Background: an optimization exercise with open tools, aiming at small area and a short achievable clock period. Do not read the settings as production practice. Where RTL was checked, it was by simulation tests only, not by an equivalence proof against the original. Only the layout flow was run in run 2; the RTL was not checked for function there. Power figures rest on the tool's default switching activity, not on a simulated workload.

==> flow/design.v, too long to show whole: its modules and the start of the top module <==
// module dsp_27x27u: 2171 lines
// module mul_fa: 10 lines
// module mul_g0001: 8 lines
// module mul_g0010: 8 lines
// module mul_g1100: 8 lines
// module mul_g1110: 8 lines
// module mul_p001: 7 lines
// module mul_p110: 7 lines
module dsp_27x27u #(
    parameter LATENCY = 2,
    parameter AX_WIDTH = 27,
    parameter AY_WIDTH = 27,
    parameter RESULT_A_WIDTH = 54
) (
    input   clock,
    input   resetn,
    input   ivalid,
    input   iready,
    output  ovalid,
    output  oready,
    input [AX_WIDTH-1:0] ax,
    input [AY_WIDTH-1:0] ay,
    output [RESULT_A_WIDTH-1:0] resulta
);
  // ...
==> flow/run.sh <==
#!/bin/bash
# synth_recipe.tcl (not shown) runs the flow's synth.tcl, then flattens the netlist and writes it again
# the make line also repeats each setting of config.mk as NAME=value (left out here)
make -C /OpenROAD-flow-scripts/flow DESIGN_CONFIG=/design/flow/config.mk WORK_HOME=/design/flow/orfs CLKGATE_MAP_FILE= SYNTH_SCRIPT=/design/flow/synth_recipe.tcl finish
==> flow/config.mk <==
export PLATFORM = sky130hd
export DESIGN_NAME = dsp_27x27u
export DESIGN_NICKNAME = dsp_27x27u
export VERILOG_FILES = /design/flow/design.v
export SDC_FILE = /design/flow/constraint.sdc
export NUM_CORES = 4
export LEC_CHECK = 0
export CAP_MARGIN = 20
export CORE_MARGIN = 2
export CORE_UTILIZATION = 40
export SETUP_SLACK_MARGIN = 4.5
export SLEW_MARGIN = 20
export SYNTH_HIERARCHICAL = 1
export SYNTH_MINIMUM_KEEP_SIZE = 0
==> flow/constraint.sdc <==
create_clock -name core_clock -period 8.5 [get_ports {clock}]
set_input_delay 1.7000 -clock core_clock [delete_from_list [all_inputs] [get_ports {clock}]]
set_output_delay 1.7000 -clock core_clock [all_outputs]
set_load 0.01 [all_outputs]
==> impl_metrics.toml, run 1 <==
[worst_setup_path]
crit_path_cell_trace = "ha_4 > a21oi_4 > o21ai_4 > a21oi_4 > o21ai_4 > a21oi_2 > o21ai_4 > xnor2_2 > xnor2_1 > buf_2"
r2r-start = "fourr[0]"
critical_path_depth = 10
crit_buf_inv = 1
crit_path_max_incr_delay_ps = 340
regToRegEndpoint = "lowr[18]"
r2r_slack_ps = 4550
critical_path.max_fanout = 4

[clocking]
cts_resized = 370
hold_buffers = 0
clock_latency_ps = 470

[layout]
largest_reg_flops = 29
buffer_area_share_pct = 8.822
regMostFlops = "x3r"
design_area_sq_um = 26410
finalNetCount = 2739

[grt]
gr-total-overflow = 0
met1_usage_pct = 35.86
grt_usage_pct = 27.06
grt_pass1_vias = 19530

[synth]
netlist_instances = 2284
syn-cell-area_sq_um = 21720
synth_top_area_cell = "fa_1"
synth_top_family_by_area = "compound AO/OA/AOI/OAI gates"
synth_fa_ha_area_share_pct = 28.29
yosysUniqueCellTypes = 54
yosys_warnings = 8
yosysMostFrequentCell = "xnor2_1"
synth_simple_gate_area_share_pct = 5.520

[sta]
final-hold-violation-count = 0
setup_ws_ps = 4439
min_period_ps = 4061
timing.setup.tns_ps = 0

[route]
drt_iter0_markers = 2275
firstDrtPassIters = 9
topRoutingLayerUsed = "met5"
drt-wirelength-per-cell_um = 26.10
vias = 19460

[floorplanning]
row_count = 85

[power]
p_comb_mw = 9.37
comb_power_share_pct = 79.1
pg_clk_uw = 832
p_sw_mw = 5.753

[min_path]
min_from = "negr[0]"

[status]
status = "finished clean"
==> run 2, diff against run 1 <==
--- a/flow/design.v
+++ b/flow/design.v
@@ -1544,17 +1544,17 @@
     mul_fa u_s385 (.a(c372), .b(s379), .c(s381), .s(s385), .co(c386));
     mul_fa u_s387 (.a(s383), .b(c374), .c(s385), .s(s387), .co(c388));
     assign s389 = c376 ^ s387;
     assign c390 = c376 & s387;
     mul_fa u_s391 (.a(pp20), .b(pp46), .c(pp72), .s(s391), .co(c392));
     mul_fa u_s393 (.a(pp98), .b(pp124), .c(pp150), .s(s393), .co(c394));
     mul_fa u_s395 (.a(pp176), .b(c380), .c(c382), .s(s395), .co(c396));
     mul_fa u_s397 (.a(s391), .b(s393), .c(c384), .s(s397), .co(c398));
-    mul_fa u_s399 (.a(s395), .b(c386), .c(s397), .s(s399), .co(c400));
+    mul_fa u_s399 (.a(c386), .b(s395), .c(s397), .s(s399), .co(c400));
     assign s401 = c388 ^ c390;
     assign c402 = c388 & c390;
     mul_fa u_s403 (.a(pp21), .b(pp47), .c(pp73), .s(s403), .co(c404));
     mul_fa u_s405 (.a(pp99), .b(pp125), .c(pp151), .s(s405), .co(c406));
     mul_fa u_s407 (.a(pp177), .b(c392), .c(c394), .s(s407), .co(c408));
     mul_fa u_s409 (.a(s403), .b(s405), .c(c396), .s(s409), .co(c410));
     mul_fa u_s411 (.a(s407), .b(c398), .c(s409), .s(s411), .co(c412));
     assign s413 = c400 ^ s411;
@@ -1618,18 +1618,18 @@
     mul_fa u_s515 (.a(s509), .b(c496), .c(s511), .s(s515), .co(c516));
     mul_fa u_s517 (.a(c498), .b(s513), .c(c500), .s(s517), .co(c518));
     mul_fa u_s519 (.a(s515), .b(s517), .c(c502), .s(s519), .co(c520));
     mul_fa u_s521 (.a(pp263), .b(pp29), .c(pp55), .s(s521), .co(c522));
     mul_fa u_s523 (.a(pp81), .b(pp107), .c(pp133), .s(s523), .co(c524));
     mul_fa u_s525 (.a(pp159), .b(pp185), .c(pp211), .s(s525), .co(c526));
     mul_fa u_s527 (.a(pp237), .b(c506), .c(c508), .s(s527), .co(c528));
     mul_fa u_s529 (.a(c510), .b(s521), .c(s523), .s(s529), .co(c530));
-    mul_fa u_s531 (.a(s525), .b(c512), .c(s527), .s(s531), .co(c532));
-    mul_fa u_s533 (.a(c514), .b(s529), .c(c516), .s(s533), .co(c534));
+    mul_fa u_s531 (.a(s525), .b(c512), .c(c514), .s(s531), .co(c532));
+    mul_fa u_s533 (.a(s527), .b(s529), .c(c516), .s(s533), .co(c534));
     mul_fa u_s535 (.a(s531), .b(c518), .c(s533), .s(s535), .co(c536));
     assign s537 = ~(pp264 ^ ~negr[0]);
     assign c538 = pp264 | ~negr[0];
     mul_fa u_s539 (.a(pp56), .b(pp82), .c(pp108), .s(s539), .co(c540));
     mul_fa u_s541 (.a(pp134), .b(pp160), .c(pp186), .s(s541), .co(c542));
     mul_fa u_s543 (.a(pp212), .b(pp238), .c(s537), .s(s543), .co(c544));
     mul_fa u_s545 (.a(c522), .b(c524), .c(c526), .s(s545), .co(c546));
     mul_fa u_s547 (.a(s539), .b(s541), .c(s543), .s(s547), .co(c548));
@@ -1659,19 +1659,19 @@
     mul_fa u_s587 (.a(s583), .b(c568), .c(s585), .s(s587), .co(c588));
     assign s589 = c570 ^ s587;
     assign c590 = c570 & s587;
     mul_fa u_s591 (.a(pp267), .b(~negr[1]), .c(pp85), .s(s591), .co(c592));
     mul_fa u_s593 (.a(pp111), .b(pp137), .c(pp163), .s(s593), .co(c594));
     mul_fa u_s595 (.a(pp189), .b(pp215), .c(pp241), .s(s595), .co(c596));
     mul_fa u_s597 (.a(c574), .b(c576), .c(c578), .s(s597), .co(c598));
     mul_fa u_s599 (.a(s591), .b(s593), .c(s595), .s(s599), .co(c600));
-    mul_fa u_s601 (.a(c580), .b(s597), .c(c582), .s(s601), .co(c602));
-    mul_fa u_s603 (.a(s599), .b(c584), .c(c586), .s(s603), .co(c604));
-    mul_fa u_s605 (.a(s601), .b(c588), .c(s603), .s(s605), .co(c606));
+    mul_fa u_s601 (.a(c580), .b(c582), .c(s597), .s(s601), .co(c602));
+    mul_fa u_s603 (.a(s599), .b(c584), .c(s601), .s(s603), .co(c604));
+    mul_fa u_s605 (.a(c586), .b(s603), .c(c588), .s(s605), .co(c606));
     assign s607 = ~(pp268 ^ pp86);
     assign c608 = pp268 | pp86;
     mul_fa u_s609 (.a(pp112), .b(pp138), .c(pp164), .s(s609), .co(c610));
     mul_fa u_s611 (.a(pp190), .b(pp216), .c(pp242), .s(s611), .co(c612));
     mul_fa u_s613 (.a(s607), .b(c592), .c(c594), .s(s613), .co(c614));
     mul_fa u_s615 (.a(c596), .b(s609), .c(s611), .s(s615), .co(c616));
     mul_fa u_s617 (.a(c598), .b(s613), .c(c600), .s(s617), .co(c618));
     mul_fa u_s619 (.a(s615), .b(c602), .c(s617), .s(s619), .co(c620));
@@ -1726,17 +1726,17 @@
     mul_fa u_s701 (.a(s697), .b(c688), .c(s699), .s(s701), .co(c702));
     assign s703 = c690 ^ s701;
     assign c704 = c690 & s701;
     assign s705 = ~(pp275 ^ pp145);
     assign c706 = pp275 | pp145;
     mul_fa u_s707 (.a(pp171), .b(pp197), .c(pp223), .s(s707), .co(c708));
     mul_fa u_s709 (.a(pp249), .b(c694), .c(s705), .s(s709), .co(c710));
     mul_fa u_s711 (.a(c696), .b(s707), .c(s709), .s(s711), .co(c712));
-    mul_fa u_s713 (.a(c698), .b(c700), .c(s711), .s(s713), .co(c714));
+    mul_fa u_s713 (.a(c698), .b(s711), .c(c700), .s(s713), .co(c714));
     assign s715 = c702 ^ s713;
     assign c716 = c702 & s713;
     mul_fa u_s717 (.a(pp276), .b(~negr[4]), .c(pp172), .s(s717), .co(c718));
     mul_fa u_s719 (.a(pp198), .b(pp224), .c(pp250), .s(s719), .co(c720));
     mul_fa u_s721 (.a(c706), .b(c708), .c(s717), .s(s721), .co(c722));
     mul_fa u_s723 (.a(s719), .b(c710), .c(s721), .s(s723), .co(c724));
     mul_fa u_s725 (.a(c712), .b(s723), .c(c714), .s(s725), .co(c726));
     assign s727 = ~(pp277 ^ pp173);
@@ -1770,18 +1770,18 @@
     assign s769 = c760 ^ s767;
     assign c770 = c760 & s767;
     mul_fa u_s771 (.a(pp282), .b(~negr[6]), .c(pp230), .s(s771), .co(c772));
     mul_fa u_s773 (.a(pp256), .b(c764), .c(s771), .s(s773), .co(c774));
     mul_fa u_s775 (.a(c766), .b(s773), .c(c768), .s(s775), .co(c776));
     assign s777 = ~(pp283 ^ pp231);
     assign c778 = pp283 | pp231;
     mul_fa u_s779 (.a(pp257), .b(s777), .c(c772), .s(s779), .co(c780));
-    assign s781 = c774 ^ s779;
-    assign c782 = c774 & s779;
+    assign s781 = s779 ^ c774;
+    assign c782 = s779 & c774;
     assign s783 = ~(pp284 ^ pp232);
     assign c784 = pp284 | pp232;
     mul_fa u_s785 (.a(pp258), .b(c778), .c(s783), .s(s785), .co(c786));
     assign s787 = s785 ^ c780;
     assign c788 = s785 & c780;
     mul_fa u_s789 (.a(pp285), .b(~negr[7]), .c(pp259), .s(s789), .co(c790));
     mul_fa u_s791 (.a(c784), .b(s789), .c(c786), .s(s791), .co(c792));
     assign s793 = ~(pp286 ^ pp260);
@@ -1794,299 +1794,299 @@
     assign c800 = c794 & s797;
     mul_fa u_s801 (.a(pp288), .b(~negr[8]), .c(c798), .s(s801), .co(c802));
     wire [18:0] lowsum = {1'b0, c368, c358, c348, c340, s337, c324, c318, c312, s309, c302, s299, s295, c292, c290, pp30, pp3, pp2, pp1} + {1'b0, s377, s367, s357, s347, s339, s331, s323, s317, s311, s305, s301, s297, s293, s291, s289, 1'b0, 1'b0, negr[0]};
     wire [35:0] fa_a = {cs53_0, cs52_0, cs51_0, cs50_0, cs49_0, cs48_0, cs47_0, cs46_0, cs45_0, cs44_0, cs43_0, cs42_0, cs41_0, cs40_0, cs39_0, cs38_0, cs37_0, cs36_0, cs35_0, cs34_0, cs33_0, cs32_0, cs31_0, cs30_0, cs29_0, cs28_0, cs27_0, cs26_0, cs25_0, cs24_0, cs23_0, cs22_0, cs21_0, cs20_0, cs19_0, cs18_0};
     wire [35:0] fa_b = {cs53_1, cs52_1, cs51_1, cs50_1, cs49_1, cs48_1, cs47_1, cs46_1, cs45_1, cs44_1, cs43_1, cs42_1, cs41_1, cs40_1, cs39_1, cs38_1, cs37_1, cs36_1, cs35_1, cs34_1, cs33_1, cs32_1, cs31_1, cs30_1, cs29_1, cs28_1, cs27_1, cs26_1, cs25_1, cs24_1, cs23_1, cs22_1, cs21_1, cs20_1, cs19_1, cs18_1};
     wire [35:0] fp = fa_a ^ fa_b;
     wire [35:0] fg = fa_a & fa_b;
     wire cin0 = lowr[18];
-    mul_g0001 u_pg803 (.gh(fg[0]), .ph(fp[0]), .gl(cin0), .go(pg803));
-    mul_g0001 u_pg804 (.gh(fg[1]), .ph(fp[1]), .gl(fg[0]), .go(pg804));
-    mul_p001 u_pp805 (.ph(fp[1]), .pl(fp[0]), .po(pp805));
-    mul_g0001 u_pg806 (.gh(fg[2]), .ph(fp[2]), .gl(fg[1]), .go(pg806));
-    mul_p001 u_pp807 (.ph(fp[2]), .pl(fp[1]), .po(pp807));
-    mul_g0001 u_pg808 (.gh(fg[3]), .ph(fp[3]), .gl(fg[2]), .go(pg808));
-    mul_p001 u_pp809 (.ph(fp[3]), .pl(fp[2]), .po(pp809));
-    mul_g0001 u_pg810 (.gh(fg[4]), .ph(fp[4]), .gl(fg[3]), .go(pg810));
-    mul_p001 u_pp811 (.ph(fp[4]), .pl(fp[3]), .po(pp811));
-    mul_g0001 u_pg812 (.gh(fg[5]), .ph(fp[5]), .gl(fg[4]), .go(pg812));
-    mul_p001 u_pp813 (.ph(fp[5]), .pl(fp[4]), .po(pp813));
-    mul_g0001 u_pg814 (.gh(fg[6]), .ph(fp[6]), .gl(fg[5]), .go(pg814));
-    mul_p001 u_pp815 (.ph(fp[6]), .pl(fp[5]), .po(pp815));
-    mul_g0001 u_pg816 (.gh(fg[7]), .ph(fp[7]), .gl(fg[6]), .go(pg816));
-    mul_p001 u_pp817 (.ph(fp[7]), .pl(fp[6]), .po(pp817));
-    mul_g0001 u_pg818 (.gh(fg[8]), .ph(fp[8]), .gl(fg[7]), .go(pg818));
-    mul_p001 u_pp819 (.ph(fp[8]), .pl(fp[7]), .po(pp819));
-    mul_g0001 u_pg820 (.gh(fg[9]), .ph(fp[9]), .gl(fg[8]), .go(pg820));
-    mul_p001 u_pp821 (.ph(fp[9]), .pl(fp[8]), .po(pp821));
-    mul_g0001 u_pg822 (.gh(fg[10]), .ph(fp[10]), .gl(fg[9]), .go(pg822));
-    mul_p001 u_pp823 (.ph(fp[10]), .pl(fp[9]), .po(pp823));
-    mul_g0001 u_pg824 (.gh(fg[11]), .ph(fp[11]), .gl(fg[10]), .go(pg824));
-    mul_p001 u_pp825 (.ph(fp[11]), .pl(fp[10]), .po(pp825));
-    mul_g0001 u_pg826 (.gh(fg[12]), .ph(fp[12]), .gl(fg[11]), .go(pg826));
-    mul_p001 u_pp827 (.ph(fp[12]), .pl(fp[11]), .po(pp827));
-    mul_g0001 u_pg828 (.gh(fg[13]), .ph(fp[13]), .gl(fg[12]), .go(pg828));
-    mul_p001 u_pp829 (.ph(fp[13]), .pl(fp[12]), .po(pp829));
-    mul_g0001 u_pg830 (.gh(fg[14]), .ph(fp[14]), .gl(fg[13]), .go(pg830));
-    mul_p001 u_pp831 (.ph(fp[14]), .pl(fp[13]), .po(pp831));
-    mul_g0001 u_pg832 (.gh(fg[15]), .ph(fp[15]), .gl(fg[14]), .go(pg832));
-    mul_p001 u_pp833 (.ph(fp[15]), .pl(fp[14]), .po(pp833));
-    mul_g0001 u_pg834 (.gh(fg[16]), .ph(fp[16]), .gl(fg[15]), .go(pg834));
-    mul_p001 u_pp835 (.ph(fp[16]), .pl(fp[15]), .po(pp835));
-    mul_g0001 u_pg836 (.gh(fg[17]), .ph(fp[17]), .gl(fg[16]), .go(pg836));
-    mul_p001 u_pp837 (.ph(fp[17]), .pl(fp[16]), .po(pp837));
-    mul_g0001 u_pg838 (.gh(fg[18]), .ph(fp[18]), .gl(fg[17]), .go(pg838));
-    mul_p001 u_pp839 (.ph(fp[18]), .pl(fp[17]), .po(pp839));
-    mul_g0001 u_pg840 (.gh(fg[19]), .ph(fp[19]), .gl(fg[18]), .go(pg840));
-    mul_p001 u_pp841 (.ph(fp[19]), .pl(fp[18]), .po(pp841));
-    mul_g0001 u_pg842 (.gh(fg[20]), .ph(fp[20]), .gl(fg[19]), .go(pg842));
-    mul_p001 u_pp843 (.ph(fp[20]), .pl(fp[19]), .po(pp843));
-    mul_g0001 u_pg844 (.gh(fg[21]), .ph(fp[21]), .gl(fg[20]), .go(pg844));
-    mul_p001 u_pp845 (.ph(fp[21]), .pl(fp[20]), .po(pp845));
-    mul_g0001 u_pg846 (.gh(fg[22]), .ph(fp[22]), .gl(fg[21]), .go(pg846));
-    mul_p001 u_pp847 (.ph(fp[22]), .pl(fp[21]), .po(pp847));
-    mul_g0001 u_pg848 (.gh(fg[23]), .ph(fp[23]), .gl(fg[22]), .go(pg848));
-    mul_p001 u_pp849 (.ph(fp[23]), .pl(fp[22]), .po(pp849));
-    mul_g0001 u_pg850 (.gh(fg[24]), .ph(fp[24]), .gl(fg[23]), .go(pg850));
-    mul_p001 u_pp851 (.ph(fp[24]), .pl(fp[23]), .po(pp851));
-    mul_g0001 u_pg852 (.gh(fg[25]), .ph(fp[25]), .gl(fg[24]), .go(pg852));
-    mul_p001 u_pp853 (.ph(fp[25]), .pl(fp[24]), .po(pp853));
-    mul_g0001 u_pg854 (.gh(fg[26]), .ph(fp[26]), .gl(fg[25]), .go(pg854));
-    mul_p001 u_pp855 (.ph(fp[26]), .pl(fp[25]), .po(pp855));
-    mul_g0001 u_pg856 (.gh(fg[27]), .ph(fp[27]), .gl(fg[26]), .go(pg856));
-    mul_p001 u_pp857 (.ph(fp[27]), .pl(fp[26]), .po(pp857));
-    mul_g0001 u_pg858 (.gh(fg[28]), .ph(fp[28]), .gl(fg[27]), .go(pg858));
-    mul_p001 u_pp859 (.ph(fp[28]), .pl(fp[27]), .po(pp859));
-    mul_g0001 u_pg860 (.gh(fg[29]), .ph(fp[29]), .gl(fg[28]), .go(pg860));
-    mul_p001 u_pp861 (.ph(fp[29]), .pl(fp[28]), .po(pp861));
-    mul_g0001 u_pg862 (.gh(fg[30]), .ph(fp[30]), .gl(fg[29]), .go(pg862));
-    mul_p001 u_pp863 (.ph(fp[30]), .pl(fp[29]), .po(pp863));
-    mul_g0001 u_pg864 (.gh(fg[31]), .ph(fp[31]), .gl(fg[30]), .go(pg864));
-    mul_p001 u_pp865 (.ph(fp[31]), .pl(fp[30]), .po(pp865));
-    mul_g0001 u_pg866 (.gh(fg[32]), .ph(fp[32]), .gl(fg[31]), .go(pg866));
-    mul_p001 u_pp867 (.ph(fp[32]), .pl(fp[31]), .po(pp867));
-    mul_g0001 u_pg868 (.gh(fg[33]), .ph(fp[33]), .gl(fg[32]), .go(pg868));
-    mul_p001 u_pp869 (.ph(fp[33]), .pl(fp[32]), .po(pp869));
-    mul_g0001 u_pg870 (.gh(fg[34]), .ph(fp[34]), .gl(fg[33]), .go(pg870));
-    mul_p001 u_pp871 (.ph(fp[34]), .pl(fp[33]), .po(pp871));
-    mul_g0001 u_pg872 (.gh(fg[35]), .ph(fp[35]), .gl(fg[34]), .go(pg872));
-    mul_p001 u_pp873 (.ph(fp[35]), .pl(fp[34]), .po(pp873));
-    mul_g1100 u_pg874 (.gh(pg804), .ph(pp805), .gl(cin0), .go(pg874));
-    mul_g1110 u_pg875 (.gh(pg806), .ph(pp807), .gl(pg803), .go(pg875));
-    mul_g1110 u_pg876 (.gh(pg808), .ph(pp809), .gl(pg804), .go(pg876));
-    mul_p110 u_pp877 (.ph(pp809), .pl(pp805), .po(pp877));
-    mul_g1110 u_pg878 (.gh(pg810), .ph(pp811), .gl(pg806), .go(pg878));
-    mul_p110 u_pp879 (.ph(pp811), .pl(pp807), .po(pp879));
-    mul_g1110 u_pg880 (.gh(pg812), .ph(pp813), .gl(pg808), .go(pg880));
-    mul_p110 u_pp881 (.ph(pp813), .pl(pp809), .po(pp881));
-    mul_g1110 u_pg882 (.gh(pg814), .ph(pp815), .gl(pg810), .go(pg882));
-    mul_p110 u_pp883 (.ph(pp815), .pl(pp811), .po(pp883));
-    mul_g1110 u_pg884 (.gh(pg816), .ph(pp817), .gl(pg812), .go(pg884));
-    mul_p110 u_pp885 (.ph(pp817), .pl(pp813), .po(pp885));
-    mul_g1110 u_pg886 (.gh(pg818), .ph(pp819), .gl(pg814), .go(pg886));
-    mul_p110 u_pp887 (.ph(pp819), .pl(pp815), .po(pp887));
-    mul_g1110 u_pg888 (.gh(pg820), .ph(pp821), .gl(pg816), .go(pg888));
-    mul_p110 u_pp889 (.ph(pp821), .pl(pp817), .po(pp889));
-    mul_g1110 u_pg890 (.gh(pg822), .ph(pp823), .gl(pg818), .go(pg890));
-    mul_p110 u_pp891 (.ph(pp823), .pl(pp819), .po(pp891));
-    mul_g1110 u_pg892 (.gh(pg824), .ph(pp825), .gl(pg820), .go(pg892));
-    mul_p110 u_pp893 (.ph(pp825), .pl(pp821), .po(pp893));
-    mul_g1110 u_pg894 (.gh(pg826), .ph(pp827), .gl(pg822), .go(pg894));
-    mul_p110 u_pp895 (.ph(pp827), .pl(pp823), .po(pp895));
-    mul_g1110 u_pg896 (.gh(pg828), .ph(pp829), .gl(pg824), .go(pg896));
-    mul_p110 u_pp897 (.ph(pp829), .pl(pp825), .po(pp897));
-    mul_g1110 u_pg898 (.gh(pg830), .ph(pp831), .gl(pg826), .go(pg898));
-    mul_p110 u_pp899 (.ph(pp831), .pl(pp827), .po(pp899));
-    mul_g1110 u_pg900 (.gh(pg832), .ph(pp833), .gl(pg828), .go(pg900));
-    mul_p110 u_pp901 (.ph(pp833), .pl(pp829), .po(pp901));
-    mul_g1110 u_pg902 (.gh(pg834), .ph(pp835), .gl(pg830), .go(pg902));
-    mul_p110 u_pp903 (.ph(pp835), .pl(pp831), .po(pp903));
-    mul_g1110 u_pg904 (.gh(pg836), .ph(pp837), .gl(pg832), .go(pg904));
-    mul_p110 u_pp905 (.ph(pp837), .pl(pp833), .po(pp905));
-    mul_g1110 u_pg906 (.gh(pg838), .ph(pp839), .gl(pg834), .go(pg906));
-    mul_p110 u_pp907 (.ph(pp839), .pl(pp835), .po(pp907));
-    mul_g1110 u_pg908 (.gh(pg840), .ph(pp841), .gl(pg836), .go(pg908));
-    mul_p110 u_pp909 (.ph(pp841), .pl(pp837), .po(pp909));
-    mul_g1110 u_pg910 (.gh(pg842), .ph(pp843), .gl(pg838), .go(pg910));
-    mul_p110 u_pp911 (.ph(pp843), .pl(pp839), .po(pp911));
-    mul_g1110 u_pg912 (.gh(pg844), .ph(pp845), .gl(pg840), .go(pg912));
-    mul_p110 u_pp913 (.ph(pp845), .pl(pp841), .po(pp913));
-    mul_g1110 u_pg914 (.gh(pg846), .ph(pp847), .gl(pg842), .go(pg914));
-    mul_p110 u_pp915 (.ph(pp847), .pl(pp843), .po(pp915));
-    mul_g1110 u_pg916 (.gh(pg848), .ph(pp849), .gl(pg844), .go(pg916));
-    mul_p110 u_pp917 (.ph(pp849), .pl(pp845), .po(pp917));
-    mul_g1110 u_pg918 (.gh(pg850), .ph(pp851), .gl(pg846), .go(pg918));
-    mul_p110 u_pp919 (.ph(pp851), .pl(pp847), .po(pp919));
-    mul_g1110 u_pg920 (.gh(pg852), .ph(pp853), .gl(pg848), .go(pg920));
-    mul_p110 u_pp921 (.ph(pp853), .pl(pp849), .po(pp921));
-    mul_g1110 u_pg922 (.gh(pg854), .ph(pp855), .gl(pg850), .go(pg922));
-    mul_p110 u_pp923 (.ph(pp855), .pl(pp851), .po(pp923));
-    mul_g1110 u_pg924 (.gh(pg856), .ph(pp857), .gl(pg852), .go(pg924));
-    mul_p110 u_pp925 (.ph(pp857), .pl(pp853), .po(pp925));
-    mul_g1110 u_pg926 (.gh(pg858), .ph(pp859), .gl(pg854), .go(pg926));
-    mul_p110 u_pp927 (.ph(pp859), .pl(pp855), .po(pp927));
-    mul_g1110 u_pg928 (.gh(pg860), .ph(pp861), .gl(pg856), .go(pg928));
-    mul_p110 u_pp929 (.ph(pp861), .pl(pp857), .po(pp929));
-    mul_g1110 u_pg930 (.gh(pg862), .ph(pp863), .gl(pg858), .go(pg930));
-    mul_p110 u_pp931 (.ph(pp863), .pl(pp859), .po(pp931));
-    mul_g1110 u_pg932 (.gh(pg864), .ph(pp865), .gl(pg860), .go(pg932));
-    mul_p110 u_pp933 (.ph(pp865), .pl(pp861), .po(pp933));
-    mul_g1110 u_pg934 (.gh(pg866), .ph(pp867), .gl(pg862), .go(pg934));
-    mul_p110 u_pp935 (.ph(pp867), .pl(pp863), .po(pp935));
-    mul_g1110 u_pg936 (.gh(pg868), .ph(pp869), .gl(pg864), .go(pg936));
-    mul_p110 u_pp937 (.ph(pp869), .pl(pp865), .po(pp937));
-    mul_g1110 u_pg938 (.gh(pg870), .ph(pp871), .gl(pg866), .go(pg938));
-    mul_p110 u_pp939 (.ph(pp871), .pl(pp867), .po(pp939));
-    mul_g1110 u_pg940 (.gh(pg872), .ph(pp873), .gl(pg868), .go(pg940));
-    mul_p110 u_pp941 (.ph(pp873), .pl(pp869), .po(pp941));
-    mul_g0001 u_pg942 (.gh(pg876), .ph(pp877), .gl(cin0), .go(pg942));
-    mul_g0010 u_pg943 (.gh(pg878), .ph(pp879), .gl(pg803), .go(pg943));
-    mul_g0001 u_pg944 (.gh(pg880), .ph(pp881), .gl(pg874), .go(pg944));
-    mul_g0001 u_pg945 (.gh(pg882), .ph(pp883), .gl(pg875), .go(pg945));
-    mul_g0001 u_pg946 (.gh(pg884), .ph(pp885), .gl(pg876), .go(pg946));
-    mul_p001 u_pp947 (.ph(pp885), .pl(pp877), .po(pp947));
-    mul_g0001 u_pg948 (.gh(pg886), .ph(pp887), .gl(pg878), .go(pg948));
-    mul_p001 u_pp949 (.ph(pp887), .pl(pp879), .po(pp949));
-    mul_g0001 u_pg950 (.gh(pg888), .ph(pp889), .gl(pg880), .go(pg950));
-    mul_p001 u_pp951 (.ph(pp889), .pl(pp881), .po(pp951));
-    mul_g0001 u_pg952 (.gh(pg890), .ph(pp891), .gl(pg882), .go(pg952));
-    mul_p001 u_pp953 (.ph(pp891), .pl(pp883), .po(pp953));
-    mul_g0001 u_pg954 (.gh(pg892), .ph(pp893), .gl(pg884), .go(pg954));
-    mul_p001 u_pp955 (.ph(pp893), .pl(pp885), .po(pp955));
-    mul_g0001 u_pg956 (.gh(pg894), .ph(pp895), .gl(pg886), .go(pg956));
-    mul_p001 u_pp957 (.ph(pp895), .pl(pp887), .po(pp957));
-    mul_g0001 u_pg958 (.gh(pg896), .ph(pp897), .gl(pg888), .go(pg958));
-    mul_p001 u_pp959 (.ph(pp897), .pl(pp889), .po(pp959));
-    mul_g0001 u_pg960 (.gh(pg898), .ph(pp899), .gl(pg890), .go(pg960));
-    mul_p001 u_pp961 (.ph(pp899), .pl(pp891), .po(pp961));
-    mul_g0001 u_pg962 (.gh(pg900), .ph(pp901), .gl(pg892), .go(pg962));
-    mul_p001 u_pp963 (.ph(pp901), .pl(pp893), .po(pp963));
-    mul_g0001 u_pg964 (.gh(pg902), .ph(pp903), .gl(pg894), .go(pg964));
-    mul_p001 u_pp965 (.ph(pp903), .pl(pp895), .po(pp965));
-    mul_g0001 u_pg966 (.gh(pg904), .ph(pp905), .gl(pg896), .go(pg966));
-    mul_p001 u_pp967 (.ph(pp905), .pl(pp897), .po(pp967));
-    mul_g0001 u_pg968 (.gh(pg906), .ph(pp907), .gl(pg898), .go(pg968));
-    mul_p001 u_pp969 (.ph(pp907), .pl(pp899), .po(pp969));
-    mul_g0001 u_pg970 (.gh(pg908), .ph(pp909), .gl(pg900), .go(pg970));
-    mul_p001 u_pp971 (.ph(pp909), .pl(pp901), .po(pp971));
-    mul_g0001 u_pg972 (.gh(pg910), .ph(pp911), .gl(pg902), .go(pg972));
-    mul_p001 u_pp973 (.ph(pp911), .pl(pp903), .po(pp973));
-    mul_g0001 u_pg974 (.gh(pg912), .ph(pp913), .gl(pg904), .go(pg974));
-    mul_p001 u_pp975 (.ph(pp913), .pl(pp905), .po(pp975));
-    mul_g0001 u_pg976 (.gh(pg914), .ph(pp915), .gl(pg906), .go(pg976));
-    mul_p001 u_pp977 (.ph(pp915), .pl(pp907), .po(pp977));
-    mul_g0001 u_pg978 (.gh(pg916), .ph(pp917), .gl(pg908), .go(pg978));
-    mul_p001 u_pp979 (.ph(pp917), .pl(pp909), .po(pp979));
-    mul_g0001 u_pg980 (.gh(pg918), .ph(pp919), .gl(pg910), .go(pg980));
-    mul_p001 u_pp981 (.ph(pp919), .pl(pp911), .po(pp981));
-    mul_g0001 u_pg982 (.gh(pg920), .ph(pp921), .gl(pg912), .go(pg982));
-    mul_p001 u_pp983 (.ph(pp921), .pl(pp913), .po(pp983));
-    mul_g0001 u_pg984 (.gh(pg922), .ph(pp923), .gl(pg914), .go(pg984));
-    mul_p001 u_pp985 (.ph(pp923), .pl(pp915), .po(pp985));
-    mul_g0001 u_pg986 (.gh(pg924), .ph(pp925), .gl(pg916), .go(pg986));
-    mul_p001 u_pp987 (.ph(pp925), .pl(pp917), .po(pp987));
-    mul_g0001 u_pg988 (.gh(pg926), .ph(pp927), .gl(pg918), .go(pg988));
-    mul_p001 u_pp989 (.ph(pp927), .pl(pp919), .po(pp989));
-    mul_g0001 u_pg990 (.gh(pg928), .ph(pp929), .gl(pg920), .go(pg990));
-    mul_p001 u_pp991 (.ph(pp929), .pl(pp921), .po(pp991));
-    mul_g0001 u_pg992 (.gh(pg930), .ph(pp931), .gl(pg922), .go(pg992));
-    mul_p001 u_pp993 (.ph(pp931), .pl(pp923), .po(pp993));
-    mul_g0001 u_pg994 (.gh(pg932), .ph(pp933), .gl(pg924), .go(pg994));
-    mul_p001 u_pp995 (.ph(pp933), .pl(pp925), .po(pp995));
-    mul_g0001 u_pg996 (.gh(pg934), .ph(pp935), .gl(pg926), .go(pg996));
-    mul_p001 u_pp997 (.ph(pp935), .pl(pp927), .po(pp997));
-    mul_g0001 u_pg998 (.gh(pg936), .ph(pp937), .gl(pg928), .go(pg998));
-    mul_p001 u_pp999 (.ph(pp937), .pl(pp929), .po(pp999));
-    mul_g0001 u_pg1000 (.gh(pg938), .ph(pp939), .gl(pg930), .go(pg1000));
-    mul_p001 u_pp1001 (.ph(pp939), .pl(pp931), .po(pp1001));
-    mul_g0001 u_pg1002 (.gh(pg940), .ph(pp941), .gl(pg932), .go(pg1002));
-    mul_p001 u_pp1003 (.ph(pp941), .pl(pp933), .po(pp1003));
-    mul_g1100 u_pg1004 (.gh(pg946), .ph(pp947), .gl(cin0), .go(pg1004));
-    mul_g1110 u_pg1005 (.gh(pg948), .ph(pp949), .gl(pg803), .go(pg1005));
-    mul_g1100 u_pg1006 (.gh(pg950), .ph(pp951), .gl(pg874), .go(pg1006));
-    mul_g1100 u_pg1007 (.gh(pg952), .ph(pp953), .gl(pg875), .go(pg1007));
-    mul_g1110 u_pg1008 (.gh(pg954), .ph(pp955), .gl(pg942), .go(pg1008));
-    mul_g1100 u_pg1009 (.gh(pg956), .ph(pp957), .gl(pg943), .go(pg1009));
-    mul_g1110 u_pg1010 (.gh(pg958), .ph(pp959), .gl(pg944), .go(pg1010));
-    mul_g1110 u_pg1011 (.gh(pg960), .ph(pp961), .gl(pg945), .go(pg1011));
-    mul_g1110 u_pg1012 (.gh(pg962), .ph(pp963), .gl(pg946), .go(pg1012));
-    mul_p110 u_pp1013 (.ph(pp963), .pl(pp947), .po(pp1013));
-    mul_g1110 u_pg1014 (.gh(pg964), .ph(pp965), .gl(pg948), .go(pg1014));
-    mul_p110 u_pp1015 (.ph(pp965), .pl(pp949), .po(pp1015));
-    mul_g1110 u_pg1016 (.gh(pg966), .ph(pp967), .gl(pg950), .go(pg1016));
-    mul_p110 u_pp1017 (.ph(pp967), .pl(pp951), .po(pp1017));
-    mul_g1110 u_pg1018 (.gh(pg968), .ph(pp969), .gl(pg952), .go(pg1018));
-    mul_p110 u_pp1019 (.ph(pp969), .pl(pp953), .po(pp1019));
-    mul_g1110 u_pg1020 (.gh(pg970), .ph(pp971), .gl(pg954), .go(pg1020));
-    mul_p110 u_pp1021 (.ph(pp971), .pl(pp955), .po(pp1021));
-    mul_g1110 u_pg1022 (.gh(pg972), .ph(pp973), .gl(pg956), .go(pg1022));
-    mul_p110 u_pp1023 (.ph(pp973), .pl(pp957), .po(pp1023));
-    mul_g1110 u_pg1024 (.gh(pg974), .ph(pp975), .gl(pg958), .go(pg1024));
-    mul_p110 u_pp1025 (.ph(pp975), .pl(pp959), .po(pp1025));
-    mul_g1110 u_pg1026 (.gh(pg976), .ph(pp977), .gl(pg960), .go(pg1026));
-    mul_p110 u_pp1027 (.ph(pp977), .pl(pp961), .po(pp1027));
-    mul_g1110 u_pg1028 (.gh(pg978), .ph(pp979), .gl(pg962), .go(pg1028));
-    mul_p110 u_pp1029 (.ph(pp979), .pl(pp963), .po(pp1029));
-    mul_g1110 u_pg1030 (.gh(pg980), .ph(pp981), .gl(pg964), .go(pg1030));
-    mul_p110 u_pp1031 (.ph(pp981), .pl(pp965), .po(pp1031));
-    mul_g1110 u_pg1032 (.gh(pg982), .ph(pp983), .gl(pg966), .go(pg1032));
-    mul_p110 u_pp1033 (.ph(pp983), .pl(pp967), .po(pp1033));
-    mul_g1110 u_pg1034 (.gh(pg984), .ph(pp985), .gl(pg968), .go(pg1034));
-    mul_p110 u_pp1035 (.ph(pp985), .pl(pp969), .po(pp1035));
-    mul_g1110 u_pg1036 (.gh(pg986), .ph(pp987), .gl(pg970), .go(pg1036));
-    mul_p110 u_pp1037 (.ph(pp987), .pl(pp971), .po(pp1037));
-    mul_g1110 u_pg1038 (.gh(pg988), .ph(pp989), .gl(pg972), .go(pg1038));
-    mul_p110 u_pp1039 (.ph(pp989), .pl(pp973), .po(pp1039));
-    mul_g1110 u_pg1040 (.gh(pg990), .ph(pp991), .gl(pg974), .go(pg1040));
-    mul_p110 u_pp1041 (.ph(pp991), .pl(pp975), .po(pp1041));
-    mul_g1110 u_pg1042 (.gh(pg992), .ph(pp993), .gl(pg976), .go(pg1042));
-    mul_p110 u_pp1043 (.ph(pp993), .pl(pp977), .po(pp1043));
-    mul_g1110 u_pg1044 (.gh(pg994), .ph(pp995), .gl(pg978), .go(pg1044));
-    mul_p110 u_pp1045 (.ph(pp995), .pl(pp979), .po(pp1045));
-    mul_g1110 u_pg1046 (.gh(pg996), .ph(pp997), .gl(pg980), .go(pg1046));
-    mul_p110 u_pp1047 (.ph(pp997), .pl(pp981), .po(pp1047));
-    mul_g1110 u_pg1048 (.gh(pg998), .ph(pp999), .gl(pg982), .go(pg1048));
-    mul_p110 u_pp1049 (.ph(pp999), .pl(pp983), .po(pp1049));
-    mul_g1110 u_pg1050 (.gh(pg1000), .ph(pp1001), .gl(pg984), .go(pg1050));
-    mul_p110 u_pp1051 (.ph(pp1001), .pl(pp985), .po(pp1051));
-    mul_g1110 u_pg1052 (.gh(pg1002), .ph(pp1003), .gl(pg986), .go(pg1052));
-    mul_p110 u_pp1053 (.ph(pp1003), .pl(pp987), .po(pp1053));
-    mul_g0001 u_pg1054 (.gh(pg1012), .ph(pp1013), .gl(cin0), .go(pg1054));
-    mul_g0010 u_pg1055 (.gh(pg1014), .ph(pp1015), .gl(pg803), .go(pg1055));
-    mul_g0001 u_pg1056 (.gh(pg1016), .ph(pp1017), .gl(pg874), .go(pg1056));
-    mul_g0001 u_pg1057 (.gh(pg1018), .ph(pp1019), .gl(pg875), .go(pg1057));
-    mul_g0010 u_pg1058 (.gh(pg1020), .ph(pp1021), .gl(pg942), .go(pg1058));
-    mul_g0001 u_pg1059 (.gh(pg1022), .ph(pp1023), .gl(pg943), .go(pg1059));
-    mul_g0010 u_pg1060 (.gh(pg1024), .ph(pp1025), .gl(pg944), .go(pg1060));
-    mul_g0010 u_pg1061 (.gh(pg1026), .ph(pp1027), .gl(pg945), .go(pg1061));
-    mul_g0001 u_pg1062 (.gh(pg1028), .ph(pp1029), .gl(pg1004), .go(pg1062));
-    mul_g0001 u_pg1063 (.gh(pg1030), .ph(pp1031), .gl(pg1005), .go(pg1063));
-    mul_g0001 u_pg1064 (.gh(pg1032), .ph(pp1033), .gl(pg1006), .go(pg1064));
-    mul_g0001 u_pg1065 (.gh(pg1034), .ph(pp1035), .gl(pg1007), .go(pg1065));
-    mul_g0001 u_pg1066 (.gh(pg1036), .ph(pp1037), .gl(pg1008), .go(pg1066));
-    mul_g0001 u_pg1067 (.gh(pg1038), .ph(pp1039), .gl(pg1009), .go(pg1067));
-    mul_g0001 u_pg1068 (.gh(pg1040), .ph(pp1041), .gl(pg1010), .go(pg1068));
-    mul_g0001 u_pg1069 (.gh(pg1042), .ph(pp1043), .gl(pg1011), .go(pg1069));
-    mul_g0001 u_pg1070 (.gh(pg1044), .ph(pp1045), .gl(pg1012), .go(pg1070));
-    mul_p001 u_pp1071 (.ph(pp1045), .pl(pp1013), .po(pp1071));
-    mul_g0001 u_pg1072 (.gh(pg1046), .ph(pp1047), .gl(pg1014), .go(pg1072));
-    mul_p001 u_pp1073 (.ph(pp1047), .pl(pp1015), .po(pp1073));
-    mul_g0001 u_pg1074 (.gh(pg1048), .ph(pp1049), .gl(pg1016), .go(pg1074));
-    mul_p001 u_pp1075 (.ph(pp1049), .pl(pp1017), .po(pp1075));
-    mul_g0001 u_pg1076 (.gh(pg1050), .ph(pp1051), .gl(pg1018), .go(pg1076));
-    mul_p001 u_pp1077 (.ph(pp1051), .pl(pp1019), .po(pp1077));
-    mul_g0001 u_pg1078 (.gh(pg1052), .ph(pp1053), .gl(pg1020), .go(pg1078));
-    mul_p001 u_pp1079 (.ph(pp1053), .pl(pp1021), .po(pp1079));
-    mul_g1100 u_pg1080 (.gh(pg1070), .ph(pp1071), .gl(cin0), .go(pg1080));
-    mul_g1110 u_pg1081 (.gh(pg1072), .ph(pp1073), .gl(pg803), .go(pg1081));
-    mul_g1100 u_pg1082 (.gh(pg1074), .ph(pp1075), .gl(pg874), .go(pg1082));
-    mul_g1100 u_pg1083 (.gh(pg1076), .ph(pp1077), .gl(pg875), .go(pg1083));
-    mul_g1110 u_pg1084 (.gh(pg1078), .ph(pp1079), .gl(pg942), .go(pg1084));
-    wire [35:0] hi = fp ^ {pg1083, pg1082, pg1081, pg1080, ~pg1069, ~pg1068, ~pg1067, ~pg1066, ~pg1065, ~pg1064, ~pg1063, ~pg1062, pg1061, pg1060, ~pg1059, pg1058, ~pg1057, ~pg1056, pg1055, ~pg1054, pg1011, pg1010, pg1009, pg1008, pg1007, pg1006, pg1005, pg1004, ~pg945, ~pg944, pg943, ~pg942, pg875, pg874, ~pg803, cin0};
+    assign pg803 = fg[0] | (fp[0] & cin0);
+    assign pg804 = fg[1] | (fp[1] & fg[0]);
+    assign pp805 = fp[1] & fp[0];
+    assign pg806 = fg[2] | (fp[2] & fg[1]);
+    assign pp807 = fp[2] & fp[1];
+    assign pg808 = fg[3] | (fp[3] & fg[2]);
+    assign pp809 = fp[3] & fp[2];
+    assign pg810 = fg[4] | (fp[4] & fg[3]);
+    assign pp811 = fp[4] & fp[3];
+    assign pg812 = fg[5] | (fp[5] & fg[4]);
+    assign pp813 = fp[5] & fp[4];
+    assign pg814 = fg[6] | (fp[6] & fg[5]);
+    assign pp815 = fp[6] & fp[5];
+    assign pg816 = fg[7] | (fp[7] & fg[6]);
+    assign pp817 = fp[7] & fp[6];
+    assign pg818 = fg[8] | (fp[8] & fg[7]);
+    assign pp819 = fp[8] & fp[7];
+    assign pg820 = fg[9] | (fp[9] & fg[8]);
+    assign pp821 = fp[9] & fp[8];
+    assign pg822 = fg[10] | (fp[10] & fg[9]);
+    assign pp823 = fp[10] & fp[9];
+    assign pg824 = fg[11] | (fp[11] & fg[10]);
+    assign pp825 = fp[11] & fp[10];
+    assign pg826 = fg[12] | (fp[12] & fg[11]);
+    assign pp827 = fp[12] & fp[11];
+    assign pg828 = fg[13] | (fp[13] & fg[12]);
+    assign pp829 = fp[13] & fp[12];
+    assign pg830 = fg[14] | (fp[14] & fg[13]);
+    assign pp831 = fp[14] & fp[13];
+    assign pg832 = fg[15] | (fp[15] & fg[14]);
+    assign pp833 = fp[15] & fp[14];
+    assign pg834 = fg[16] | (fp[16] & fg[15]);
+    assign pp835 = fp[16] & fp[15];
+    assign pg836 = fg[17] | (fp[17] & fg[16]);
+    assign pp837 = fp[17] & fp[16];
+    assign pg838 = fg[18] | (fp[18] & fg[17]);
+    assign pp839 = fp[18] & fp[17];
+    assign pg840 = fg[19] | (fp[19] & fg[18]);
+    assign pp841 = fp[19] & fp[18];
+    assign pg842 = fg[20] | (fp[20] & fg[19]);
+    assign pp843 = fp[20] & fp[19];
+    assign pg844 = fg[21] | (fp[21] & fg[20]);
+    assign pp845 = fp[21] & fp[20];
+    assign pg846 = fg[22] | (fp[22] & fg[21]);
+    assign pp847 = fp[22] & fp[21];
+    assign pg848 = fg[23] | (fp[23] & fg[22]);
+    assign pp849 = fp[23] & fp[22];
+    assign pg850 = fg[24] | (fp[24] & fg[23]);
+    assign pp851 = fp[24] & fp[23];
+    assign pg852 = fg[25] | (fp[25] & fg[24]);
+    assign pp853 = fp[25] & fp[24];
+    assign pg854 = fg[26] | (fp[26] & fg[25]);
+    assign pp855 = fp[26] & fp[25];
+    assign pg856 = fg[27] | (fp[27] & fg[26]);
+    assign pp857 = fp[27] & fp[26];
+    assign pg858 = fg[28] | (fp[28] & fg[27]);
+    assign pp859 = fp[28] & fp[27];
+    assign pg860 = fg[29] | (fp[29] & fg[28]);
+    assign pp861 = fp[29] & fp[28];
+    assign pg862 = fg[30] | (fp[30] & fg[29]);
+    assign pp863 = fp[30] & fp[29];
+    assign pg864 = fg[31] | (fp[31] & fg[30]);
+    assign pp865 = fp[31] & fp[30];
+    assign pg866 = fg[32] | (fp[32] & fg[31]);
+    assign pp867 = fp[32] & fp[31];
+    assign pg868 = fg[33] | (fp[33] & fg[32]);
+    assign pp869 = fp[33] & fp[32];
+    assign pg870 = fg[34] | (fp[34] & fg[33]);
+    assign pp871 = fp[34] & fp[33];
+    assign pg872 = fg[35] | (fp[35] & fg[34]);
+    assign pp873 = fp[35] & fp[34];
+    assign pg874 = pg804 | (pp805 & cin0);
+    assign pg875 = pg806 | (pp807 & pg803);
+    assign pg876 = pg808 | (pp809 & pg804);
+    assign pp877 = pp809 & pp805;
+    assign pg878 = pg810 | (pp811 & pg806);
+    assign pp879 = pp811 & pp807;
+    assign pg880 = pg812 | (pp813 & pg808);
+    assign pp881 = pp813 & pp809;
+    assign pg882 = pg814 | (pp815 & pg810);
+    assign pp883 = pp815 & pp811;
+    assign pg884 = pg816 | (pp817 & pg812);
+    assign pp885 = pp817 & pp813;
+    assign pg886 = pg818 | (pp819 & pg814);
+    assign pp887 = pp819 & pp815;
+    assign pg888 = pg820 | (pp821 & pg816);
+    assign pp889 = pp821 & pp817;
+    assign pg890 = pg822 | (pp823 & pg818);
+    assign pp891 = pp823 & pp819;
+    assign pg892 = pg824 | (pp825 & pg820);
+    assign pp893 = pp825 & pp821;
+    assign pg894 = pg826 | (pp827 & pg822);
+    assign pp895 = pp827 & pp823;
+    assign pg896 = pg828 | (pp829 & pg824);
+    assign pp897 = pp829 & pp825;
+    assign pg898 = pg830 | (pp831 & pg826);
+    assign pp899 = pp831 & pp827;
+    assign pg900 = pg832 | (pp833 & pg828);
+    assign pp901 = pp833 & pp829;
+    assign pg902 = pg834 | (pp835 & pg830);
+    assign pp903 = pp835 & pp831;
+    assign pg904 = pg836 | (pp837 & pg832);
+    assign pp905 = pp837 & pp833;
+    assign pg906 = pg838 | (pp839 & pg834);
+    assign pp907 = pp839 & pp835;
+    assign pg908 = pg840 | (pp841 & pg836);
+    assign pp909 = pp841 & pp837;
+    assign pg910 = pg842 | (pp843 & pg838);
+    assign pp911 = pp843 & pp839;
+    assign pg912 = pg844 | (pp845 & pg840);
+    assign pp913 = pp845 & pp841;
+    assign pg914 = pg846 | (pp847 & pg842);
+    assign pp915 = pp847 & pp843;
+    assign pg916 = pg848 | (pp849 & pg844);
+    assign pp917 = pp849 & pp845;
+    assign pg918 = pg850 | (pp851 & pg846);
+    assign pp919 = pp851 & pp847;
+    assign pg920 = pg852 | (pp853 & pg848);
+    assign pp921 = pp853 & pp849;
+    assign pg922 = pg854 | (pp855 & pg850);
+    assign pp923 = pp855 & pp851;
+    assign pg924 = pg856 | (pp857 & pg852);
+    assign pp925 = pp857 & pp853;
+    assign pg926 = pg858 | (pp859 & pg854);
+    assign pp927 = pp859 & pp855;
+    assign pg928 = pg860 | (pp861 & pg856);
+    assign pp929 = pp861 & pp857;
+    assign pg930 = pg862 | (pp863 & pg858);
+    assign pp931 = pp863 & pp859;
+    assign pg932 = pg864 | (pp865 & pg860);
+    assign pp933 = pp865 & pp861;
+    assign pg934 = pg866 | (pp867 & pg862);
+    assign pp935 = pp867 & pp863;
+    assign pg936 = pg868 | (pp869 & pg864);
+    assign pp937 = pp869 & pp865;
+    assign pg938 = pg870 | (pp871 & pg866);
+    assign pp939 = pp871 & pp867;
+    assign pg940 = pg872 | (pp873 & pg868);
+    assign pp941 = pp873 & pp869;
+    assign pg942 = pg876 | (pp877 & cin0);
+    assign pg943 = pg878 | (pp879 & pg803);
+    assign pg944 = pg880 | (pp881 & pg874);
+    assign pg945 = pg882 | (pp883 & pg875);
+    assign pg946 = pg884 | (pp885 & pg876);
+    assign pp947 = pp885 & pp877;
+    assign pg948 = pg886 | (pp887 & pg878);
+    assign pp949 = pp887 & pp879;
+    assign pg950 = pg888 | (pp889 & pg880);
+    assign pp951 = pp889 & pp881;
+    assign pg952 = pg890 | (pp891 & pg882);
+    assign pp953 = pp891 & pp883;
+    assign pg954 = pg892 | (pp893 & pg884);
+    assign pp955 = pp893 & pp885;
+    assign pg956 = pg894 | (pp895 & pg886);
+    assign pp957 = pp895 & pp887;
+    assign pg958 = pg896 | (pp897 & pg888);
+    assign pp959 = pp897 & pp889;
+    assign pg960 = pg898 | (pp899 & pg890);
+    assign pp961 = pp899 & pp891;
+    assign pg962 = pg900 | (pp901 & pg892);
+    assign pp963 = pp901 & pp893;
+    assign pg964 = pg902 | (pp903 & pg894);
+    assign pp965 = pp903 & pp895;
+    assign pg966 = pg904 | (pp905 & pg896);
+    assign pp967 = pp905 & pp897;
+    assign pg968 = pg906 | (pp907 & pg898);
+    assign pp969 = pp907 & pp899;
+    assign pg970 = pg908 | (pp909 & pg900);
+    assign pp971 = pp909 & pp901;
+    assign pg972 = pg910 | (pp911 & pg902);
+    assign pp973 = pp911 & pp903;
+    assign pg974 = pg912 | (pp913 & pg904);
+    assign pp975 = pp913 & pp905;
+    assign pg976 = pg914 | (pp915 & pg906);
+    assign pp977 = pp915 & pp907;
+    assign pg978 = pg916 | (pp917 & pg908);
+    assign pp979 = pp917 & pp909;
+    assign pg980 = pg918 | (pp919 & pg910);
+    assign pp981 = pp919 & pp911;
+    assign pg982 = pg920 | (pp921 & pg912);
+    assign pp983 = pp921 & pp913;
+    assign pg984 = pg922 | (pp923 & pg914);
+    assign pp985 = pp923 & pp915;
+    assign pg986 = pg924 | (pp925 & pg916);
+    assign pp987 = pp925 & pp917;
+    assign pg988 = pg926 | (pp927 & pg918);
+    assign pp989 = pp927 & pp919;
+    assign pg990 = pg928 | (pp929 & pg920);
+    assign pp991 = pp929 & pp921;
+    assign pg992 = pg930 | (pp931 & pg922);
+    assign pp993 = pp931 & pp923;
+    assign pg994 = pg932 | (pp933 & pg924);
+    assign pp995 = pp933 & pp925;
+    assign pg996 = pg934 | (pp935 & pg926);
+    assign pp997 = pp935 & pp927;
+    assign pg998 = pg936 | (pp937 & pg928);
+    assign pp999 = pp937 & pp929;
+    assign pg1000 = pg938 | (pp939 & pg930);
+    assign pp1001 = pp939 & pp931;
+    assign pg1002 = pg940 | (pp941 & pg932);
+    assign pp1003 = pp941 & pp933;
+    assign pg1004 = pg946 | (pp947 & cin0);
+    assign pg1005 = pg948 | (pp949 & pg803);
+    assign pg1006 = pg950 | (pp951 & pg874);
+    assign pg1007 = pg952 | (pp953 & pg875);
+    assign pg1008 = pg954 | (pp955 & pg942);
+    assign pg1009 = pg956 | (pp957 & pg943);
+    assign pg1010 = pg958 | (pp959 & pg944);
+    assign pg1011 = pg960 | (pp961 & pg945);
+    assign pg1012 = pg962 | (pp963 & pg946);
+    assign pp1013 = pp963 & pp947;
+    assign pg1014 = pg964 | (pp965 & pg948);
+    assign pp1015 = pp965 & pp949;
+    assign pg1016 = pg966 | (pp967 & pg950);
+    assign pp1017 = pp967 & pp951;
+    assign pg1018 = pg968 | (pp969 & pg952);
+    assign pp1019 = pp969 & pp953;
+    assign pg1020 = pg970 | (pp971 & pg954);
+    assign pp1021 = pp971 & pp955;
+    assign pg1022 = pg972 | (pp973 & pg956);
+    assign pp1023 = pp973 & pp957;
+    assign pg1024 = pg974 | (pp975 & pg958);
+    assign pp1025 = pp975 & pp959;
+    assign pg1026 = pg976 | (pp977 & pg960);
+    assign pp1027 = pp977 & pp961;
+    assign pg1028 = pg978 | (pp979 & pg962);
+    assign pp1029 = pp979 & pp963;
+    assign pg1030 = pg980 | (pp981 & pg964);
+    assign pp1031 = pp981 & pp965;
+    assign pg1032 = pg982 | (pp983 & pg966);
+    assign pp1033 = pp983 & pp967;
+    assign pg1034 = pg984 | (pp985 & pg968);
+    assign pp1035 = pp985 & pp969;
+    assign pg1036 = pg986 | (pp987 & pg970);
+    assign pp1037 = pp987 & pp971;
+    assign pg1038 = pg988 | (pp989 & pg972);
+    assign pp1039 = pp989 & pp973;
+    assign pg1040 = pg990 | (pp991 & pg974);
+    assign pp1041 = pp991 & pp975;
+    assign pg1042 = pg992 | (pp993 & pg976);
+    assign pp1043 = pp993 & pp977;
+    assign pg1044 = pg994 | (pp995 & pg978);
+    assign pp1045 = pp995 & pp979;
+    assign pg1046 = pg996 | (pp997 & pg980);
+    assign pp1047 = pp997 & pp981;
+    assign pg1048 = pg998 | (pp999 & pg982);
+    assign pp1049 = pp999 & pp983;
+    assign pg1050 = pg1000 | (pp1001 & pg984);
+    assign pp1051 = pp1001 & pp985;
+    assign pg1052 = pg1002 | (pp1003 & pg986);
+    assign pp1053 = pp1003 & pp987;
+    assign pg1054 = pg1012 | (pp1013 & cin0);
+    assign pg1055 = pg1014 | (pp1015 & pg803);
+    assign pg1056 = pg1016 | (pp1017 & pg874);
+    assign pg1057 = pg1018 | (pp1019 & pg875);
+    assign pg1058 = pg1020 | (pp1021 & pg942);
+    assign pg1059 = pg1022 | (pp1023 & pg943);
+    assign pg1060 = pg1024 | (pp1025 & pg944);
+    assign pg1061 = pg1026 | (pp1027 & pg945);
+    assign pg1062 = pg1028 | (pp1029 & pg1004);
+    assign pg1063 = pg1030 | (pp1031 & pg1005);
+    assign pg1064 = pg1032 | (pp1033 & pg1006);
+    assign pg1065 = pg1034 | (pp1035 & pg1007);
+    assign pg1066 = pg1036 | (pp1037 & pg1008);
+    assign pg1067 = pg1038 | (pp1039 & pg1009);
+    assign pg1068 = pg1040 | (pp1041 & pg1010);
+    assign pg1069 = pg1042 | (pp1043 & pg1011);
+    assign pg1070 = pg1044 | (pp1045 & pg1012);
+    assign pp1071 = pp1045 & pp1013;
+    assign pg1072 = pg1046 | (pp1047 & pg1014);
+    assign pp1073 = pp1047 & pp1015;
+    assign pg1074 = pg1048 | (pp1049 & pg1016);
+    assign pp1075 = pp1049 & pp1017;
+    assign pg1076 = pg1050 | (pp1051 & pg1018);
+    assign pp1077 = pp1051 & pp1019;
+    assign pg1078 = pg1052 | (pp1053 & pg1020);
+    assign pp1079 = pp1053 & pp1021;
+    assign pg1080 = pg1070 | (pp1071 & cin0);
+    assign pg1081 = pg1072 | (pp1073 & pg803);
+    assign pg1082 = pg1074 | (pp1075 & pg874);
+    assign pg1083 = pg1076 | (pp1077 & pg875);
+    assign pg1084 = pg1078 | (pp1079 & pg942);
+    wire [35:0] hi = fp ^ {pg1083, pg1082, pg1081, pg1080, pg1069, pg1068, pg1067, pg1066, pg1065, pg1064, pg1063, pg1062, pg1061, pg1060, pg1059, pg1058, pg1057, pg1056, pg1055, pg1054, pg1011, pg1010, pg1009, pg1008, pg1007, pg1006, pg1005, pg1004, pg945, pg944, pg943, pg942, pg875, pg874, pg803, cin0};
     assign resulta = {hi, lowr[17:0]};
     always @(posedge clock) begin
         xr <= ax;
         x3r <= {2'b0, ax} + {1'b0, ax, 1'b0};
         negr <= neg_d[8:0];
         oner <= one_d[8:0];
         twor <= two_d[8:0];
         thrr <= thr_d[8:0];
@@ -2174,54 +2174,8 @@
     input b,
     input c,
     output s,
     output co
 );
     assign s = a ^ b ^ c;
     assign co = (a & b) | (a & c) | (b & c);
 endmodule
-module mul_g0001 (
-    input gh,
-    input ph,
-    input gl,
-    output go
-);
-    assign go = ~(gh | (ph & gl));
-endmodule
-module mul_g0010 (
-    input gh,
-    input ph,
-    input gl,
-    output go
-);
-    assign go = gh | (ph & ~gl);
-endmodule
-module mul_g1100 (
-    input gh,
-    input ph,
-    input gl,
-    output go
-);
-    assign go = ~gh | (~ph & gl);
-endmodule
-module mul_g1110 (
-    input gh,
-    input ph,
-    input gl,
-    output go
-);
-    assign go = ~gh | (~ph & ~gl);
-endmodule
-module mul_p001 (
-    input ph,
-    input pl,
-    output po
-);
-    assign po = ~(ph & pl);
-endmodule
-module mul_p110 (
-    input ph,
-    input pl,
-    output po
-);
-    assign po = ~ph & ~pl;
-endmodule
==> run 2 against run 1 <==
Global-route usage down 2.6 points. Design area down 7.0%. Critical path depth rose by 1. Die area shrank 1.8%. Synthesized area fell by 1.8%. Sequential power fell by 4%. Total power decreased by 15%. Worst hold slack better by 31 ps. Setup slack worse by 630 ps. Wire length shrank 11%. First-iteration DRC count down 15%. Critical path type unchanged. Critical endpoint unchanged. Highest routed layer is now met4.
==> impl_metrics.toml, run 2 <==
[worst_setup_path]
r2r_slack_ps = 4590
cp.required_ps = 6800
critPathSlowestCell = "or3b_1"
worstSetupStartpointType = "flop"
path_common_cell = "buf_6"
crit_type = "flop to primary output"
worstPathArrival_ps = 2990
critical_path.max_fanout = 4
crit_path_cell_trace = "ha_4 > nor2b_4 > o211ai_1 > a31oi_2 > a21o_4 > o311ai_4 > a21oi_4 > buf_6 > or3b_1 > nand3_2 > buf_6"
crit_buf_inv = 2
crit_path_max_incr_delay_ps = 350
cpLargestDelayFamily = "compound AO/OA/AOI/OAI gates"
end_kind = "primary output"

[sta]
worstMarginPinSlew_ps = 782.2
final-hold-violation-count = 0
fmax_mhz = 213.1
fin_crit_sh_pct = 55.21
skew_ps = 9.442
timing.setup.tns_ps = 0
grt_setup_unrepaired = "yes"
setup_violations = 0
slew_violations = 0
min_period_ps = 4693
fin_hold_ws_ps = 801.7
slew_headroom_pct = 47.85

[layout]
diodes = 0
drive_gt1_share_pct = 15.86
layout_common_cells = "xnor2_1, a22o_1, a221oi_1, fa_1, dfxtp_1"
fin_util_pct = 46.63
fillers = 4888
largest_reg_flops = 29
reg_top3 = "x3r: 29 flops, xr: 26 flops, lowr: 19 flops"
area_growth_pct = 15.12
finalNetCount = 2618
final_common_cell = "xnor2_1"
regMostFlops = "x3r"

[synth]
synth_edf_count = 0
synth_area_leaders = "fa_1, dfxtp_1, xnor2_1, ha_1, a221oi_1"
synthArstFlopShare_pct = 0
synth_top_area_cell = "fa_1"
netlist_instances = 2222
syn-cell-area_sq_um = 21330
ys.flop_type = "dfxtp_1"
synth_top_area_share_pct = 18.87
yosysSeqAreaShare_pct = 17.93
yosys_warnings = 8
synth_commonest_cells = "xnor2_1, a221oi_1, a22o_1"
yosysMostFrequentCell = "xnor2_1"
yosysUniqueCellTypes = 62
synth_area_per_cell_sq_um = 9.599
ys_ff_latch = 191

[place]
hpwl_mm = 45.95
place_congestion = 0.9048
port_buffers = 108

[route]
drc = 0
wl_mm = 70.25
firstDrtPassIters = 10
via_per_inst = 6.388
vias = 18460
drt_iter0_markers = 1940
antenna_left = 0
drt-wirelength-per-cell_um = 24.32

[floorplanning]
die_y_um = 234.9
core_sq_um = 52660
io_pins = 114
start_util_pct = 40.50
row_count = 84
die_w_um = 234.9
die-area_sq_um = 55180

[grt]
grt_pass1_wl_mm = 107.7
grt_max_degree = 57
grt_usage_pct = 24.50
gr-total-overflow = 0
grt_pass1_vias = 18440
antenna_found_initial = 0

[clocking]
cts_buffer_depth = 2
cts-htree-levels = 4
cts_buffers = 17
clock_latency_ps = 470
root_buffer = "clkbuf_16"
cts_tree = "built"
clock_sinks = 191
hold_buffers = 0
clkTransAtPathRegs_ps = 70

[power]
powerDensity_nw_per_um2 = 409.7
irDropWorstVdd_v = 0.0003460
power.total_mw = 10.06
leakagePower_nw = 9.660

[status]
status = "finished clean"

[min_path]
hp-class = "flop to flop"

[run]
maxCapViolations = 0
## run 2: cell count changes after synthesis, moves of 20 or more
cell,delta
o21ai_1,-43
clkbuf_1,+22
a21oi_1,+40
a21oi_2,-82
nand2_1,-42
nor2_1,-39
a21o_1,+20
## run 2: per-module statistics from Yosys (local to each module, per instance)
module,flops+latches,area (sq um),times used
dsp_27x27u,191,17340,1
mul_fa,0,20.02,199
## run 2: cell families after synthesis
logic type | share of synthesized area [%]
AO/OA/AOI/OAI | 26.83
XOR/XNOR | 13.47
adder cells (fa/ha/maj) | 28.90
buffers and inverters | 6.617
flip-flops | 17.93
multiplexers | 0.6629
other | 0.01758
AND/OR/NAND/NOR | 5.573
## run 2: worst paths after layout
check | start | endpoint | cells after the start
worst max-delay path | cs19_1 | resulta[53] | 11
worst max register to register | x3r[27] | cs32_1 | 9
worst min register to register | negr[0] | lowr[0] | 1
worst min-delay path | negr[0] | lowr[0] | 1
## run 2: what timing repair did
| item | CTS | global route |
|---|---|---|
| gates cloned | 0 | 1 |
| resized for setup | 252 | 111 |
| setup buffers | 27 | 20 |
| pin swaps | 44 | 51 |
| endpoints found under the setup margin | 56 | 44 |
## run 2: cell type report
| type | instances | area, sq um | area share [%] |
|---|---|---|---|
| Clock inverter | 12 | 123.9 | 0.5045 |
| Inverter | 97 | 366.6 | 1.493 |
| Timing Repair Buffer | 217 | 1936 | 7.884 |
| Sequential cell | 191 | 3902 | 15.89 |
| Clock buffer | 20 | 446.7 | 1.819 |
| Multi-Input combinational cell | 1664 | 16920 | 68.90 |
| Tap cell | 688 | 860.8 | 3.506 |
## run 2: worst register-to-register path, cell delays in order (launching register included)
cell	delay, ps
dfxtp_1	720
a222oi_1	250
xnor2_1	340
ha_1	290
inv_1	70
fa_1	420
fa_1	390
fa_1	460
fa_1	410
fa_1	430
## run 2: metrics by stage
step	setup WS [ps]	cells	cell area [sq um]
2_1_floorplan	4500	2223	21360
3_3_place_gp	3567	2808	22700
3_5_place_dp	3529	2809	22720
4_1_cts	3783	2868	23920
5_1_grt	3710	2889	24550
6_report	3807	2889	24550
## run 2: power by group
| part | internal (mW) | switching (mW) |
|---|---|---|
| Clock | 0.418 | 0.356 |
| Sequential | 1.31 | 0.281 |
| Combinational | 3.68 | 4.02 |
| Total | 5.40 | 4.66 |
## run 2: layer usage
metal  global-route usage [%]  wire (um)  vias up
met1                    32.88      29100     8972
met4                    11.28       2975        0
met5                        0          0        -
met3                    6.356       7734      236
met2                    36.84      30440     1170
li1                         -          -     8078

-- afterwards: timing with drivers on the ports --
The flow's constraints put no driver on any port. The routed layouts listed below were extracted and timed again, unchanged, in two steps.
Step 1 sets driving cells, clkbuf_16 on the clock port and buf_2 on the other inputs (assumed; they add their load-dependent delay and slew).
Step 2 times the ports against the registers' clock, not the clock port: input delays grow and output delays shrink by t, the midpoint of the rising clock arrivals with the driver on.
Three values: ideal, step 1, step 2; two values: the first two.
run | t (ns) | setup WS [ns] | worst setup path after step 2 | latest minus earliest clock arrival (ns) | worst slew at a driven data input, ns
run 1 | 0.520 | 4.439 / 4.383 / 4.158 | input to register | 0.011 / 0.011 | 0.05
run 2 | 0.520 | 3.807 / 3.751 / 4.136 | input to register | 0.010 / 0.010 | 0.06
After both steps every run listed still meets setup and hold. The setup slack of run 1, which loses most, moves by -0.056 ns with the drivers and by -0.281 ns with both steps.
